From an optimization exercise on the open Yosys and OpenROAD flow, aimed at small area, a short achievable clock period and few clock cycles; shortcuts taken in it are not production practice. Where RTL was checked, it was by simulation tests only, not by an equivalence proof against the original. Power figures rest on the tool's default switching activity, not on a simulated workload.

Design demosaic, start of the top module:
module demosaic(clk, reset, in_en, data_in, wr_r, addr_r, wdata_r, rdata_r, wr_g, addr_g, wdata_g, rdata_g, wr_b, addr_b, wdata_b, rdata_b, done);
input clk;
input reset;
input in_en;
input [7:0] data_in;
output reg wr_r;
output reg [13:0] addr_r;
output reg [7:0] wdata_r;
input [7:0] rdata_r;
output reg wr_g;
output reg [13:0] addr_g;
output reg [7:0] wdata_g;
input [7:0] rdata_g;
output reg wr_b;
output reg [13:0] addr_b;
output reg [7:0] wdata_b;
input [7:0] rdata_b;
output reg done;
localparam M_STREAM = 2'd0, M_LAST = 2'd1, M_POST = 2'd2;
reg [1:0] mode;
reg [13:0] pos;
reg pre;          
reg last;         
reg q0, q1, q2;   
reg [7:0] mo_p, mo_q, uo;    
reg [8:0] vr;                
reg [9:0] vm;                
reg [7:0] to_q, me_b;        
reg [8:0] p1, p2;            
reg [7:0] te;                
reg [8:0] w_a, w_b;          
wire [6:0] x = pos[13:7];
wire [6:0] y = pos[6:0];
wire is_r = ~x[0] &  y[0];
wire is_b =  x[0] & ~y[0];
wire is_g = ~(is_r | is_b);
wire [6:0] ym2 = y - 7'd2;
wire [6:0] xb  = x[0] ? x - 7'd2 : x + 7'd2;
wire [13:0] s_addr_r = {is_g ? xb : x, is_r ? y : ym2};
wire [13:0] s_addr_g = {is_b ? xb : x, is_g ? y : ym2};
wire [13:0] s_addr_b = {is_r ? xb : x, is_b ? y : ym2};
wire post = (mode == M_POST) & ~done;
wire [5:0] s  = pos[13:8];
wire [5:0] c6 = pos[5:0];
wire [5:0] sm = s + 6'd1;      
wire [5:0] smp1 = s + 6'd2;
wire [5:0] c6p1 = c6 + 6'd1;
wire [5:0] c6p2 = c6 + 6'd2;
wire fin = q1 & last & (s == 6'd62);
wire [8:0] rl = mo_p + mo_q;
wire [9:0] rd = vm + rdata_b;
wire [7:0] sum_r = q0 ? rl[8:1] : q1 ? vr[8:1] : rd[9:2];
wire [9:0] tg = p1 + p2;
wire [7:0] sum_g = tg[9:2];
  ...
Settings: LEC_CHECK=0, CAP_MARGIN=20, CORE_MARGIN=2, CORE_UTILIZATION=40, CTS_BUF_LIST=sky130_fd_sc_hd__clkbuf_8, SETUP_SLACK_MARGIN=3.2, SLEW_MARGIN=20; clock period 5.5 ns.
standard.sh (not shown) runs the stock make flow with config.mk's settings and CLKGATE_MAP_FILE= SYNTH_SCRIPT=/design/flow/synth_recipe.tcl, a recipe that flattens the netlist after the stock synthesis.
==> flow/flow/run.sh <==
#!/bin/bash
# Standard layout, but with small port buffers instead of the delay-cell
# default that buffer_ports picks.
cp standard.sh standard_sh_copy.log
export BUFFER_PORTS_ARGS="-buffer_cell sky130_fd_sc_hd__buf_1"
bash standard.sh > standard.log 2>&1
Testbench counts at the start, summed over its fixed seeds: cycles 457,744.
Next try:
Settings changed: CORE_UTILIZATION 40 to 50, SETUP_SLACK_MARGIN 3.2 to 3.
Result: Clock-buffer cell count went up by 3; total power went down by 4.4%; combinational power went down by about 9%.

Setup of north:
Another version of the RTL of demosaic (not shown whole).
Size in the first run: roughly 980 cells after synthesis, roughly 0.010 mm² of cells after synthesis.
export LEC_CHECK = 0
export CAP_MARGIN = 20
export CORE_MARGIN = 2
export CORE_UTILIZATION = 60
export CTS_BUF_LIST = sky130_fd_sc_hd__clkbuf_8
export SETUP_SLACK_MARGIN = 3.2
export SLEW_MARGIN = 20
create_clock -name core_clock -period 5.5 [get_ports {clk}]
Scripts as last shown in full above: flow/flow/run.sh
north finished every stage and its layout cleared the timing, design-rule and antenna checks.
Testbench counts of north, summed over its fixed seeds: cycles 457,744.
What south does differently from north at the input level:
Settings: CORE_UTILIZATION changed from 60 to 50.
## What came out
Of the two values seen for worst setup path endpoint, p2[4] was produced by north and p2[7] by south.
north → south: cell count saw an increase, area of the multi-input gates went up 0.49%, number of well-tap cells placed now sits higher.
The post-layout minimum cycle time reported for south is smaller than that of north by 0.054 ns.
south against north; total power consumption of the routed design is down slightly.
Comparing south with north, the power attributed to sequential cells came out essentially unchanged.
Going from north to south, area of the die shows an increase of about 20%, post-CTS resize count shows an increase of 12.
[inputs] east vs south
Settings: SETUP_SLACK_MARGIN now 3, was 3.2; CORE_UTILIZATION now 40, was 50.
## What came out
Comparing the two runs side by side, east comes out behind south on total power after layout.
| wire length on met1 | south vs east | ≈ equal |
east vs south on met2 layer usage reported by global route: east is the lower one.
south → east: sequential cell area in the final layout now sits at about the same level, relative slew slack now sits higher, utilization lower.
east ends up with lower largest net degree at the start of global routing than south does.
Share of total power in sequential cells (higher): south
Measured against south, the number of cells in the design after placement of east comes out at 1.05 times the reference value.
NOTE: critical path depth in cells in east falls short of that of south
Compared to south, east has area of the die about 24% higher.
Here is what was changed in the inputs of west compared with east.
Settings: a change of CORE_UTILIZATION from 40 to 50; a change of SETUP_SLACK_MARGIN from 3 to 3.1.
Setup slack: west > east
For area taken by flip-flops and latches, west and east come out practically identical.
The faster design of the two is west; east tops out lower.
Summary of the comparison: signal arrival time at the worst endpoint is lower in west, relative to east.
Power for west is lower than for east.
Internal cell power: west vs east — no meaningful difference
Utilization east -> west: up
Floorplan check, west vs east: die outline smaller in west
west vs east — part of the power in combinational logic rose 1.5 points.
Taking east as the reference point, the post-CTS setup repair buffer count of west rises by 4.
Edits applied to the flow inputs when going from west to middle:
Settings: SETUP_SLACK_MARGIN: 3.1 -> 3.3; CORE_UTILIZATION: 50 -> 40.
## What came out
Looking at the reports, middle completed the entire flow and the layout it produced met the timing, design-rule and antenna checks. Between west and middle, power is higher for middle, west comes in under that. Delta (middle minus west): worst setup slack higher; fraction of area in multi-input gates lower; upper clock frequency limit higher; final RePlAce weighted congestion higher. Comparing the two runs side by side, middle comes out behind west on final hold slack. On middle: non-clock buffer count is about 20% higher than what west gave. middle vs west — number of global-route vias before repair climbed by a few percent. Post-layout utilization of the core in middle is 9.4 points below west. Core area (middle over west): increase, about 27%.

Another version of the RTL of demosaic (not shown whole).
For scale: roughly 1200 cells after synthesis, ~0.012 mm² of cells after synthesis.
export LEC_CHECK = 0
export ABC_CLOCK_PERIOD_IN_PS = 2500
export CAP_MARGIN = 20
export CORE_MARGIN = 2
export CORE_UTILIZATION = 40
export CTS_BUF_LIST = sky130_fd_sc_hd__clkbuf_8
export SETUP_SLACK_MARGIN = 3
export SLEW_MARGIN = 20
create_clock -name core_clock -period 5.5 [get_ports {clk}]
Scripts as last shown in full above: flow/flow/run.sh
Then changed:
ABC_CLOCK_PERIOD_IN_PS = not set   (was 2500)
SETUP_SLACK_MARGIN = 3.3   (was 3)
The changed run finished clean.
Die area does not change.
Wire length hardly moves.
Synthesized area stays the same.
Global-route usage climbs by 0.21 points.
No functional check of the RTL was part of any run of this note.

RTL: one of the versions met above, not the one the previous note started from.
For scale: roughly 190 flip-flops, ~110 I/O pins, about 0.010 mm² of cells after synthesis.
export LEC_CHECK = 0
export ABC_CLOCK_PERIOD_IN_PS = 2500
export CAP_MARGIN = 20
export CORE_MARGIN = 2
export CORE_UTILIZATION = 60
export CTS_BUF_LIST = sky130_fd_sc_hd__clkbuf_8
export SETUP_SLACK_MARGIN = 3
export SLEW_MARGIN = 20
create_clock -name core_clock -period 5.5 [get_ports {clk}]
Scripts as last shown in full above: flow/flow/run.sh
Testbench counts at the start, summed over its fixed seeds: cycles 457,744.
==> next run, changes <==
ABC_CLOCK_PERIOD_IN_PS = not set   (was 2500)
CORE_UTILIZATION = 50   (was 60)
CTS_BUF_LIST = sky130_fd_sc_hd__clkbuf_8 sky130_fd_sc_hd__clkbuf_16   (was sky130_fd_sc_hd__clkbuf_8)
The new run passed the timing, design-rule and antenna checks.
Setup slack is worse by 0.033 ns.
Die area rises by about 20%.
Non-clock buffer count went up by 4.
Register-to-register slack improves by 0.13 ns.
Cell area rose by about 3.7%.
Clock-buffer cell count went up by 3.
Wire length is higher by 1.2%.
Flip-flop and latch count does not change.
Worst hold slack is worse by 0.010 ns.
==> next run, changes <==
ABC_CLOCK_PERIOD_IN_PS = 3500   (was not set)
CORE_UTILIZATION = 40   (was 50)
CTS_BUF_LIST = sky130_fd_sc_hd__clkbuf_8   (was sky130_fd_sc_hd__clkbuf_8 sky130_fd_sc_hd__clkbuf_16)
What happened: Utilization is lower by 12 points; global-route usage fell by 3.6 points; combinational power barely changes; final cell count rose by a few percent; die area came out higher by a quarter to a third; total power went down by a few percent; register-to-register slack hardly moves; fmax goes up slightly; setup slack gains 0.045 ns; hold slack stays flat.
==> next run, changes <==
ABC_CLOCK_PERIOD_IN_PS = 2500   (was 3500)
The new run produced a clean layout.
Worst hold slack is unchanged.
Routed wire length is unchanged.
Design area does not change.
Area after synthesis does not change.
Worst setup slack stays the same.
Clock-buffer cell count stays the same.
Clock power hardly moves.
Clock skew stays the same.
Power stays the same.
==> next run, changes <==
CTS_CLUSTER_DIAMETER = 150   (was not set)
CTS_CLUSTER_SIZE = 30   (was not set)
After rerunning:
- The changed run produced a clean layout
- count of clock-buffer cells in the layout stays the same
- worst setup slack stays the same
- sequential power is about the same
==> next run, changes <==
ABC_CLOCK_PERIOD_IN_PS = not set   (was 2500)
CAP_MARGIN = 0   (was 20)
CTS_CLUSTER_DIAMETER = not set   (was 150)
CTS_CLUSTER_SIZE = not set   (was 30)
SLEW_MARGIN = 0   (was 20)
The changed run produced a clean layout; combinational power barely changes; sequential share of layout area is unchanged; fmax stays the same; final area is unchanged; power stays the same; cell count is unchanged.

demosaic, a different RTL version from the one above (not shown whole).
Size: roughly 960 cells after synthesis, roughly 9900 µm² of cells after synthesis.
clock: 5.5 ns
lec_check: 0
cap_margin: 20
core_margin: 2
core_utilization: 40
cts_buf_list: sky130_fd_sc_hd__clkbuf_8
setup_slack_margin: 3.4
slew_margin: 20
Scripts as last shown in full above: flow/flow/run.sh
Edit:
CORE_UTILIZATION = 50   (was 40)
SETUP_SLACK_MARGIN = 3.2   (was 3.4)
- The changed run produced a clean layout
- routed wire length drops by 11%
- cell area fell by 9.2%
- worst hold slack improved by 0.0036 ns
- die area fell by 20%
- via count came out lower by 6.4%
- total power decreases by 3.3%
- clock-buffer cell count goes down by 1
Function was not checked in any run of this note: the RTL went through the layout flow alone.

demosaic again, from the RTL that the note above started with.
==> flow/config.mk <==
export PLATFORM = sky130hd
export DESIGN_NAME = demosaic
export DESIGN_NICKNAME = demosaic
export VERILOG_FILES = /design/flow/design.v
export SDC_FILE = /design/flow/constraint.sdc
export NUM_CORES = 4
export LEC_CHECK = 0
export CAP_MARGIN = 20
export CORE_MARGIN = 2
export CORE_UTILIZATION = 40
export CTS_BUF_LIST = sky130_fd_sc_hd__clkbuf_8
export SETUP_SLACK_MARGIN = 3.2
export SLEW_MARGIN = 20
==> flow/constraint.sdc <==
create_clock -name core_clock -period 5.5 [get_ports {clk}]
set_input_delay 1.1000 -clock core_clock [delete_from_list [all_inputs] [get_ports {clk}]]
set_output_delay 1.1000 -clock core_clock [all_outputs]
set_load 0.01 [all_outputs]
Scripts as last shown in full above: flow/flow/run.sh
The baseline completed without violations.
Rerun with:
SETUP_SLACK_MARGIN = 3   (was 3.2)
Result: Count of clock-buffer cells in the layout is unchanged; power is lower by 2.2%; non-clock buffer count is lower by 28; area after synthesis does not change; global-route usage is lower by 0.56 points.
Function was not checked in any run of this note: the RTL went through the layout flow alone.

Starting RTL as in the previous note.
clock: 5.5 ns
lec_check: 0
cap_margin: 20
core_margin: 2
core_utilization: 40
cts_buf_list: sky130_fd_sc_hd__clkbuf_8
setup_slack_margin: 3.1
slew_margin: 20
Scripts as last shown in full above: flow/flow/run.sh
The starting point went through all stages and came out clean.
==> next run, changes <==
- CORE_UTILIZATION: 40 -> 50
- SETUP_SLACK_MARGIN: 3.1 -> 3
=> The changed run passed the timing, design-rule and antenna checks. Wire length fell by 5.8%. Design area is lower by 4.1%. First-iteration DRC count came out lower by 13%. Sequential share of layout area rises by 1.6 points.
Function was not checked in any run of this note: the RTL went through the layout flow alone.

== rev 12 ==
Another version of the RTL of demosaic (not shown whole).
Size in the first run: roughly 200 flip-flops, roughly 110 I/O pins.
Settings: LEC_CHECK=0, ABC_CLOCK_PERIOD_IN_PS=2500, CAP_MARGIN=20, CORE_MARGIN=2, CORE_UTILIZATION=40, CTS_BUF_LIST=sky130_fd_sc_hd__clkbuf_8, SETUP_SLACK_MARGIN=3.2, SLEW_MARGIN=20; clock period 5.5 ns.
Scripts as last shown in full above: flow/flow/run.sh
#### Input delta (rev 13 over rev 12)
# rev 12
export LEC_CHECK = 0
export ABC_CLOCK_PERIOD_IN_PS = 2500
export CAP_MARGIN = 20
export CORE_MARGIN = 2
export CORE_UTILIZATION = 40
export CTS_BUF_LIST = sky130_fd_sc_hd__clkbuf_8
export SETUP_SLACK_MARGIN = 3.2
export SLEW_MARGIN = 20
create_clock -name core_clock -period 5.5 [get_ports {clk}]
# rev 13
export LEC_CHECK = 0
export ABC_CLOCK_PERIOD_IN_PS = 2500
export CAP_MARGIN = 20
export CORE_MARGIN = 2
export CORE_UTILIZATION = 40
export CTS_BUF_LIST = sky130_fd_sc_hd__clkbuf_8
export SETUP_SLACK_MARGIN = 3
export SLEW_MARGIN = 20
create_clock -name core_clock -period 5.5 [get_ports {clk}]
Notes after the runs:
On global placer's final weighted congestion: rev 13 sits above rev 12. Of rev 13 and rev 12, the lower relative area change from synthesis to final layout belongs to rev 13. Post-route fraction of the period consumed by the critical path delta for rev 13 relative to rev 12: 2.0 points higher.
No functional check of the RTL was part of any run of this note.

run a:
demosaic, a different RTL version from the one above (not shown whole).
Size in the first run: about 1100 cells after synthesis, ~110 I/O pins, roughly 0.011 mm² of cells after synthesis.
export LEC_CHECK = 0
export ABC_CLOCK_PERIOD_IN_PS = 2500
export CAP_MARGIN = 20
export CORE_MARGIN = 2
export CORE_UTILIZATION = 40
export SETUP_SLACK_MARGIN = 3
export SLEW_MARGIN = 20
create_clock -name core_clock -period 5.5 [get_ports {clk}]
==> flow/flow/run.sh <==
#!/bin/bash
# Standard layout, but with small port buffers instead of the delay-cell
# default that buffer_ports picks.
cp standard.sh standard_sh_copy.log
export BUFFER_PORTS_ARGS="-buffer_cell sky130_fd_sc_hd__buf_2"
bash standard.sh > standard.log 2>&1
Input-level comparison between run b and run a:
==> flow/run.sh (new file) <==
#!/bin/bash
# synth_recipe.tcl (not shown) runs the flow's synth.tcl, then flattens the netlist and writes it again
# the make line also repeats each setting of config.mk as NAME=value (left out here)
make -C /OpenROAD-flow-scripts/flow DESIGN_CONFIG=/design/flow/config.mk WORK_HOME=/design/flow/orfs CLKGATE_MAP_FILE= SYNTH_SCRIPT=/design/flow/synth_recipe.tcl finish
removed: flow/flow/run.sh
removed: flow/standard.sh
--- outcome ---
Run b did not stop at any stage, and its layout met the timing, design-rule and antenna checks. When run b is set beside run a, its fraction of the cycle the final worst path needs turns out to be 1.1 points smaller. Run b vs run a: wire length of the first global-routing pass down slightly. Relative to run a, the final period demand of the worst path of run b is lower by 58 ps. In run b, the number of setup buffers added after CTS came out 7 below the value in run a. Comparing run b with run a, the switching power share of the total came out essentially unchanged. The estimated power of run b ends up higher than the estimate for run a. Diff run a -> run b | area growth from synthesis to final layout | increase of 4.3 points. Row setup slack after layout: run b higher / run a lower. Summary: worst hold slack, run b worse than run a.
Function was not checked in any run of this note: the RTL went through the layout flow alone.

## run 1
The RTL this note starts from:
==> flow/design.v <==
module demosaic(clk, reset, in_en, data_in, wr_r, addr_r, wdata_r, rdata_r, wr_g, addr_g, wdata_g, rdata_g, wr_b, addr_b, wdata_b, rdata_b, done);
input clk;
input reset;
input in_en;
input [7:0] data_in;
output reg wr_r;
output reg [13:0] addr_r;
output reg [7:0] wdata_r;
input [7:0] rdata_r;
output reg wr_g;
output reg [13:0] addr_g;
output reg [7:0] wdata_g;
input [7:0] rdata_g;
output reg wr_b;
output reg [13:0] addr_b;
output reg [7:0] wdata_b;
input [7:0] rdata_b;
output reg done;
localparam M_STREAM = 2'd0, M_LAST = 2'd1, M_POST = 2'd2;
reg [1:0] mode;
reg [13:0] pos;
reg pre;          
reg last;         
reg q0, q1, q2;   
reg [7:0] mo_p, mo_q, uo;    
reg [8:0] vr;                
reg [9:0] vm;                
reg [7:0] to_q, me_b;        
reg [8:0] p1, p2;            
reg [7:0] te;                
reg [8:0] w_a, w_b;          
wire [6:0] x = pos[13:7];
wire [6:0] y = pos[6:0];
wire is_r = ~x[0] &  y[0];
wire is_b =  x[0] & ~y[0];
wire is_g = ~(is_r | is_b);
wire [6:0] ym2 = y - 7'd2;
wire [6:0] xb  = x[0] ? x - 7'd2 : x + 7'd2;
wire [13:0] s_addr_r = {is_g ? xb : x, is_r ? y : ym2};
wire [13:0] s_addr_g = {is_b ? xb : x, is_g ? y : ym2};
wire [13:0] s_addr_b = {is_r ? xb : x, is_b ? y : ym2};
wire post = (mode == M_POST) & ~done;
wire [5:0] s  = pos[13:8];
wire [5:0] c6 = pos[5:0];
wire [5:0] sm = s + 6'd1;      
wire [5:0] smp1 = s + 6'd2;
wire [5:0] c6p1 = c6 + 6'd1;
wire [5:0] c6p2 = c6 + 6'd2;
wire fin = q1 & last & (s == 6'd62);
wire [8:0] rl = mo_p + mo_q;
wire [9:0] rd = vm + rdata_b;
wire [7:0] sum_r = q0 ? rl[8:1] : q1 ? vr[8:1] : rd[9:2];
wire [9:0] tg = p1 + p2;
wire [7:0] sum_g = tg[9:2];
wire [8:0] bl = te + rdata_r;
wire [9:0] bd = w_a + w_b;
wire [7:0] sum_b = q0 ? bl[8:1] : q1 ? bd[9:2] : w_b[8:1];
always @(posedge clk or posedge reset) begin
    if (reset) begin
        mode <= M_STREAM;
        done <= 1'b0;
    end else begin
        case (mode)
            M_STREAM: if (in_en && (&pos)) mode <= M_LAST;
            M_LAST:   mode <= M_POST;
            default:  if (post && fin) done <= 1'b1;
        endcase
    end
end
always @(posedge clk) begin
    if (reset) begin
        pos <= 14'd0;
        wr_r <= 1'b0; wr_g <= 1'b0; wr_b <= 1'b0;
    end else if (mode == M_STREAM) begin
        wr_r <= in_en; wr_g <= in_en; wr_b <= in_en;
        if (in_en) pos <= pos + 14'd1;
    end else if (mode == M_LAST) begin
        wr_r <= 1'b0; wr_g <= 1'b0; wr_b <= 1'b0;
        pos <= {6'd63, 2'd0, 6'd63};
        pre <= 1'b0; last <= 1'b1;
        q0 <= 1'b0; q1 <= 1'b1; q2 <= 1'b0;
    end else if (post) begin
        q0 <= q2 | (q1 & last);
        q1 <= q0;
        q2 <= q1 & ~last;
        if (q1 & last) begin
            pos[13:8] <= sm; pre <= 1'b1; last <= 1'b0;
        end
        if (q2) begin
            pre <= 1'b0; pos[5:0] <= c6p1; last <= (c6 == 6'd62);
        end
        wr_r <= (q0 & ~pre) | (q1 & ~last & ~pre) | q2;
        wr_g <= (q0 & ~pre & ~last) | q2;
        wr_b <= (q0 & ~pre & ~last) | (q1 & ~last & ~pre) | q2;
    end else begin
        wr_r <= 1'b0; wr_g <= 1'b0; wr_b <= 1'b0;
    end
end
always @(posedge clk) begin
    if (q0) te <= rdata_r;
    if (q1) begin
        mo_p <= mo_q; mo_q <= rdata_g;
        to_q <= rdata_b;
    end
    if (q2) uo <= rdata_b;
    if (q2 | (q1 & last)) me_b <= rdata_g;
end
always @(posedge clk) begin
    w_b <= q0 ? rdata_r + rdata_g : w_b;
    w_a <= w_b;                         
    vr  <= uo + mo_q;                   
    vm  <= vr + rdata_g;                
    p1  <= me_b + to_q;                 
    p2  <= rdata_r + (q1 ? rdata_b : rdata_g);
end
always @(posedge clk) begin
    if (mode == M_STREAM) begin
        addr_r <= s_addr_r; addr_g <= s_addr_g; addr_b <= s_addr_b;
        wdata_r <= data_in; wdata_g <= data_in; wdata_b <= data_in;
    end else begin
        if (q0 | mode[0]) begin
            addr_r <= {sm, 1'b0, c6, 1'b0};
            addr_g <= mode[0] ? {7'd2, 7'd0} : last ? {smp1, 8'd0} : {sm, 1'b0, c6, 1'b1};
            addr_b <= {s, 1'b1, c6, 1'b1};
        end else if (q1 & ~last) begin
            addr_r <= {s, 1'b1, c6, 1'b1};
            addr_g <= {sm, 1'b0, c6p2, 1'b0};
            addr_b <= {sm, 1'b0, c6, 1'b1};
        end else begin
            addr_r <= {q2 ? s : sm, 1'b1, q2 ? c6p1 : c6, 1'b0};
            addr_g <= {q2 ? s : sm, 1'b1, q2 ? c6p1 : c6, 1'b0};
            addr_b <= {sm, 1'b0, c6p1, 1'b0};
        end
        wdata_r <= sum_r; wdata_g <= sum_g; wdata_b <= sum_b;
    end
end
endmodule
export LEC_CHECK = 0
export ABC_CLOCK_PERIOD_IN_PS = 2500
export CAP_MARGIN = 20
export CORE_MARGIN = 2
export CORE_UTILIZATION = 55
export CTS_BUF_LIST = sky130_fd_sc_hd__clkbuf_8
export SETUP_SLACK_MARGIN = 3
export SLEW_MARGIN = 20
create_clock -name core_clock -period 5.5 [get_ports {clk}]
==> flow/flow/run.sh <==
#!/bin/bash
# Standard layout, but with small port buffers instead of the delay-cell
# default that buffer_ports picks.
cp standard.sh standard_sh_copy.log
export BUFFER_PORTS_ARGS="-buffer_cell sky130_fd_sc_hd__buf_1"
bash standard.sh > standard.log 2>&1
Run 1 finished all stages; the layout is clean.
Testbench counts of run 1, summed over its fixed seeds: cycles 457,760.
Modified inputs, run 2 compared to run 1
- changing CORE_UTILIZATION from 55 to 40
- setting ABC_AREA to 1 for the first time
### Flow results
For the fraction of cell area in non-clock buffers, run 2 came in 0.36 points lower than run 1 did. Relative to run 1, fmax has increased by about 3.5% in run 2. The post-DP HPWL in run 2 was higher than what run 1 gave.
The inputs of run 3 differ from those of run 2 as listed below.
- ABC_AREA removed (was 1)
- CTS_BUF_LIST removed (was sky130_fd_sc_hd__clkbuf_8)
==> comparison <==
In run 3, post-place instance area is lower than in run 2. Run 2 ended up with mode[1] as its first element of the critical path; run 3 ended up with rdata_g[0]. The total setup buffers inserted after CTS in run 3 sits 1 below the value recorded for run 2. Looking at met1 wire length, run 3 sits 14% lower than run 2 does.
## Diff of input files: run 4 against run 3
- an added CTS_BUF_LIST of sky130_fd_sc_hd__clkbuf_8
Findings:
[compare] base=run 3 new=run 4: final area now sits lower, routed wire length now sits lower, detailed-routed wire length on met3 now sits lower, register share of the cell area now sits higher.

==> what the ideal ports hide <==
In the flow no input, the clock included, has a driving cell. The finished layouts below were timed again as built, in two steps.
Step 1 sets driving cells, clkbuf_16 on the clock port and buf_2 on the other inputs (assumed; they add their load-dependent delay and slew).
Step 2 also shifts input and output timing later by t, the mid clock arrival at the registers, as if the neighbouring blocks saw the same clock.
Three values: no drivers, after step 1, after step 2; two values: the first two.
run | t (ns) | setup slack, ns | hold slack, ns | worst setup path after step 2 | clock arrival spread, ns
the first run of note 1 | 0.514 | 3.110 / 3.108 / 2.593 | 0.415 / 0.415 / 0.415 | input to register | 0.020 / 0.019
the second run of note 1 | 0.519 | 3.031 / 3.052 / 2.533 | 0.412 / 0.412 / 0.412 | input to register | 0.013 / 0.014
north | 0.506 | 3.145 / 3.136 / 2.629 | 0.416 / 0.416 / 0.416 | input to register | 0.013 / 0.013
south | 0.508 | 3.198 / 3.217 / 2.708 | 0.411 / 0.411 / 0.411 | input to register | 0.012 / 0.013
east | 0.524 | 3.050 / 3.070 / 2.546 | 0.423 / 0.423 / 0.423 | input to register | 0.019 / 0.019
west | 0.493 | 3.117 / 3.117 / 2.624 | 0.422 / 0.422 / 0.422 | input to register | 0.018 / 0.019
middle | 0.506 | 3.160 / 3.154 / 2.648 | 0.413 / 0.413 / 0.413 | input to register | 0.017 / 0.017
the first run of note 3 | 0.565 | 2.465 / 2.465 / 2.465 | 0.528 / 0.528 / 0.528 | register to register | 0.028 / 0.028
the second run of note 3 | 0.579 | 2.586 / 2.586 / 2.586 | 0.531 / 0.531 / 0.531 | register to register | 0.023 / 0.022
the first run of note 4 | 0.516 | 3.018 / 3.018 / 2.524 | 0.415 / 0.415 / 0.415 | input to register | 0.015 / 0.015
the second run of note 4 | 0.473 | 2.986 / 2.977 / 2.504 | 0.405 / 0.405 / 0.405 | input to register | 0.014 / 0.014
the third run of note 4 | 0.520 | 3.031 / 3.045 / 2.525 | 0.404 / 0.404 / 0.404 | input to register | 0.025 / 0.025
the fourth run of note 4 | 0.520 | 3.031 / 3.045 / 2.525 | 0.404 / 0.404 / 0.404 | input to register | 0.025 / 0.025
the fifth run of note 4 | 0.520 | 3.031 / 3.045 / 2.525 | 0.404 / 0.404 / 0.404 | input to register | 0.025 / 0.025
the sixth run of note 4 | 0.520 | 3.031 / 3.045 / 2.525 | 0.404 / 0.404 / 0.404 | input to register | 0.025 / 0.025
the first run of note 5 | 0.504 | 3.160 / 3.153 / 2.648 | 0.398 / 0.398 / 0.398 | input to register | 0.033 / 0.033
the second run of note 5 | 0.499 | 3.077 / 3.068 / 2.569 | 0.401 / 0.401 / 0.401 | input to register | 0.019 / 0.019
the first run of note 6 | 0.506 | 3.100 / 3.107 / 2.601 | 0.403 / 0.403 / 0.403 | input to register | 0.024 / 0.023
the second run of note 6 | 0.492 | 3.039 / 3.056 / 2.564 | 0.396 / 0.396 / 0.396 | input to register | 0.021 / 0.021
the first run of note 7 | 0.510 | 3.058 / 3.046 / 2.536 | 0.409 / 0.409 / 0.409 | input to register | 0.016 / 0.015
the second run of note 7 | 0.509 | 3.040 / 3.061 / 2.552 | 0.406 / 0.406 / 0.406 | input to register | 0.014 / 0.014
rev 12 | 0.570 | 3.131 / 3.131 / 2.663 | 0.386 / 0.386 / 0.386 | input to register | 0.024 / 0.023
rev 13 | 0.573 | 3.023 / 3.023 / 2.513 | 0.396 / 0.396 / 0.396 | input to register | 0.028 / 0.028
run a | 0.551 | 2.452 / 2.452 / 1.967 | 0.456 / 0.456 / 0.456 | input to register | 0.013 / 0.012
run b | 0.561 | 2.510 / 2.542 / 1.981 | 0.448 / 0.448 / 0.448 | input to register | 0.016 / 0.016
run 1 | 0.514 | 3.036 / 3.056 / 2.542 | 0.403 / 0.403 / 0.403 | input to register | 0.022 / 0.022
run 2 | 0.512 | 3.119 / 3.119 / 2.659 | 0.370 / 0.370 / 0.370 | input to register | 0.025 / 0.025
run 3 | 0.482 | 3.044 / 3.043 / 2.561 | 0.406 / 0.406 / 0.406 | input to register | 0.019 / 0.020
run 4 | 0.509 | 3.055 / 3.062 / 2.562 | 0.414 / 0.414 / 0.414 | input to register | 0.029 / 0.030
After both steps every run listed still meets setup and hold. The setup slack of run b, which loses most, moves by +0.032 ns with the drivers and by -0.529 ns with both steps.
